From an optimization exercise on the open Yosys and OpenROAD flow, aimed at small area, a short achievable clock period and few clock cycles per item; shortcuts taken in it are not production practice. Function was checked by simulation only, so behaviour that the tests miss may differ from the original.

Design fp_top, start of the top module:
module fp_top
#(
    parameter fp_pkg::fp_format_e  FP_FORMAT   = fp_pkg::FP32,
    parameter fp_pkg::int_format_e INT_FORMAT  = fp_pkg::INT32,
    parameter logic        RISCV_MODE  = 1'b0
)
(
    input clk_i,
    input rst_i,
    input start_i,
    output logic ready_o,
    input [63:0] a_i,
    input [63:0] b_i,
    input [63:0] c_i,
    input fp_pkg::roundmode_e rnd_i,
    input fp_pkg::float_op_e op_i,
    input [1:0] op_modify_i,
    output logic [63:0] result_o,
    output logic valid_o,
    output fp_pkg::status_t flags_o
);
localparam int unsigned FP_WIDTH   = fp_pkg::fp_width(FP_FORMAT);
localparam int unsigned EXP_WIDTH  = fp_pkg::exp_bits(FP_FORMAT);
localparam int unsigned MANT_WIDTH = fp_pkg::man_bits(FP_FORMAT);
localparam int unsigned INT_WIDTH  = fp_pkg::int_width(INT_FORMAT);
function logic sign(input logic [FP_WIDTH-1:0] val);
    sign = val[FP_WIDTH-1];
endfunction
function logic [EXP_WIDTH-1:0] exp(input logic [FP_WIDTH-1:0] val);
    exp = val[FP_WIDTH-2-:EXP_WIDTH];
endfunction
function logic [MANT_WIDTH-1:0] mant(input logic [FP_WIDTH-1:0] val);
    mant = val[FP_WIDTH-2-EXP_WIDTH:0];
endfunction
function logic is_minus(input logic [FP_WIDTH-1:0] val);
    is_minus = sign(val);
endfunction
function logic is_normal(input logic [FP_WIDTH-1:0] val);
    is_normal = (exp(val) >= 1) && (exp(val) <= (2**EXP_WIDTH-2));
endfunction
function logic is_subnormal(input logic [FP_WIDTH-1:0] val);
    is_subnormal = (exp(val) == 0) && (mant(val) != 0);
endfunction
function logic is_zero(input logic [FP_WIDTH-1:0] val);
    is_zero = val[FP_WIDTH-2:0] == 0;
endfunction
function logic is_inf(input logic [FP_WIDTH-1:0] val);
    is_inf = exp(val) == (2**EXP_WIDTH-1) && mant(val) == 0;
endfunction
function logic is_nan(input logic [FP_WIDTH-1:0] val);
    is_nan = exp(val) == (2**EXP_WIDTH-1) && mant(val) != 0;
endfunction
function logic is_signalling(input logic [FP_WIDTH-1:0] val);
    is_signalling = exp(val) == (2**EXP_WIDTH-1) && mant(val) != 0 && !val[FP_WIDTH-2-EXP_WIDTH];
endfunction
function logic is_quiet(input logic [FP_WIDTH-1:0] val);
    is_quiet = exp(val) == (2**EXP_WIDTH-1) && val[FP_WIDTH-2-EXP_WIDTH];
endfunction
function logic is_canonical(input logic [FP_WIDTH-1:0] val);
  ...
Size: roughly 600 flip-flops, ~280 I/O pins, ~0.11 mm² of cells after synthesis.
Settings: LEC_CHECK=0, CAP_MARGIN=20, CORE_MARGIN=2, CORE_UTILIZATION=40, SETUP_SLACK_MARGIN=5, SLEW_MARGIN=20; clock period 20.0 ns.
run.sh (not shown) runs the stock make flow with config.mk's settings and CLKGATE_MAP_FILE= SYNTH_SCRIPT=/design/flow/synth_recipe.tcl, a recipe that flattens the netlist after the stock synthesis.
Testbench counts at the start, summed over its fixed seeds: cycles 35,466, ops 24,000.
Change:
--- a/flow/config.mk
+++ b/flow/config.mk
@@ -12 +12,3 @@
 export SLEW_MARGIN = 20
+export SYNTH_HIERARCHICAL = 1
+export SYNTH_MINIMUM_KEEP_SIZE = 200
Outcome: The changed run produced a clean layout. Register-to-register slack gains 120 ps. Area after synthesis goes down slightly. Sequential cell count stays the same. Cell count goes down slightly. Clock skew goes down by 32 ps. Routed wire length is about the same. Die area goes down slightly. Utilization goes down by 0.20 points.

---

== JK ==
Starting RTL as in the previous note.
==> flow/config.mk <==
export PLATFORM = sky130hd
export DESIGN_NAME = fp_top
export DESIGN_NICKNAME = fp_top
export VERILOG_FILES = /design/flow/design.v
export SDC_FILE = /design/flow/constraint.sdc
export NUM_CORES = 8
export LEC_CHECK = 0
export ABC_AREA = 1
export CAP_MARGIN = 20
export CORE_MARGIN = 2
export CORE_UTILIZATION = 40
export SETUP_SLACK_MARGIN = 5
export SLEW_MARGIN = 20
==> flow/constraint.sdc <==
create_clock -name core_clock -period 20.0 [get_ports {clk_i}]
set_input_delay 4.0000 -clock core_clock [delete_from_list [all_inputs] [get_ports {clk_i}]]
set_output_delay 4.0000 -clock core_clock [all_outputs]
set_load 0.01 [all_outputs]
JK finished end to end and its layout was clean on timing, DRC and antenna.
Testbench counts of JK, summed over its fixed seeds: cycles 35,466, ops 24,000.
For MS, these inputs were changed with respect to JK:
==> flow/flow/run.sh (new file) <==
#!/bin/bash
set -euo pipefail
bash standard.sh SETUP_SLACK_MARGIN=6.5 finish > flow_make.log 2>&1
==> flow/standard.sh (new file) <==
#!/bin/bash
# synth_recipe.tcl (not shown) runs the flow's synth.tcl, then flattens the netlist and writes it again
# the make line also repeats each setting of config.mk as NAME=value (left out here)
make -C /OpenROAD-flow-scripts/flow DESIGN_CONFIG=/design/flow/config.mk WORK_HOME=/design/flow/orfs CLKGATE_MAP_FILE= SYNTH_SCRIPT=/design/flow/synth_recipe.tcl "${@:-finish}"
removed: flow/run.sh
Status: hold slack parity (MS, JK)
JK → MS: multi-input combinational area share now smaller; wire length rose by 1.5%; count of antenna diodes in the layout climbed about 9%.
Diff MS..JK | multi-input combinational cell count | negligible
MS reports its slowest library cell on the worst path as sky130_fd_sc_hd__o211ai_1 while JK reports sky130_fd_sc_hd__dfxtp_1.
Routed length on met1: MS higher than JK
Going from JK to MS, buffer count from post-CTS setup fixing grows by 60.
In the reports for MS and JK, the smaller smallest setup slack after layout belongs to JK.
## Diff of input files: AL against MS
==> flow/flow/run.sh <==
#!/bin/bash
set -euo pipefail
bash standard.sh SETUP_SLACK_MARGIN=7 finish > flow_make.log 2>&1
Notes after the runs:
- Of AL and MS, the run reporting the higher footprint of the multi-input gates was AL.
- Setup slack: AL more than MS
- First-pass GRT wire length ended up 1.8% higher on AL than on MS.
- First-iteration DRC count for AL: 2.6% up relative to MS
- AL vs MS: detailed placer's ending HPWL up
- Route | AL vs MS | wire longer in AL
- Re worst-case headroom to the max-slew limit: AL and MS aren't equal, and the higher value belongs to AL.

separate check: timing with driven ports:
In the flow no input, the clock included, has a driving cell. The finished layouts below were timed again as built, in two steps. Step 1 (the two cells are an assumption about what drives the block):
set clk [get_ports {clk_i}]
set_driving_cell -lib_cell sky130_fd_sc_hd__clkbuf_16 $clk
set_driving_cell -lib_cell sky130_fd_sc_hd__buf_2 [delete_from_list [all_inputs] $clk]
Step 2 moves the port delays by t, midway between the first and last clock arrival at a register: inputs arrive t later, outputs are due t later. That takes back most of the time a late clock gives input paths. a / b / c = no drivers / after step 1 / after step 2; a / b = the first two.
run	t (ns)	setup WS [ns]	hold WS [ns]	cell pins on the clock port's net
the first run of note 1	0.856	5.180 / 5.123 / 4.501	0.354 / 0.354 / 0.354	1
the second run of note 1	0.828	5.045 / 4.954 / 4.667	0.350 / 0.350 / 0.350	1
JK	0.902	5.199 / 5.096 / 4.718	0.351 / 0.351 / 0.351	1
MS	0.906	6.636 / 6.531 / 5.989	0.352 / 0.352 / 0.352	1
AL	0.900	6.953 / 6.855 / 6.351	0.350 / 0.350 / 0.350	1
After both steps every run listed still meets setup and hold. The setup slack of the first run of note 1, which loses most, moves by -0.057 ns with the drivers and by -0.679 ns with both steps.
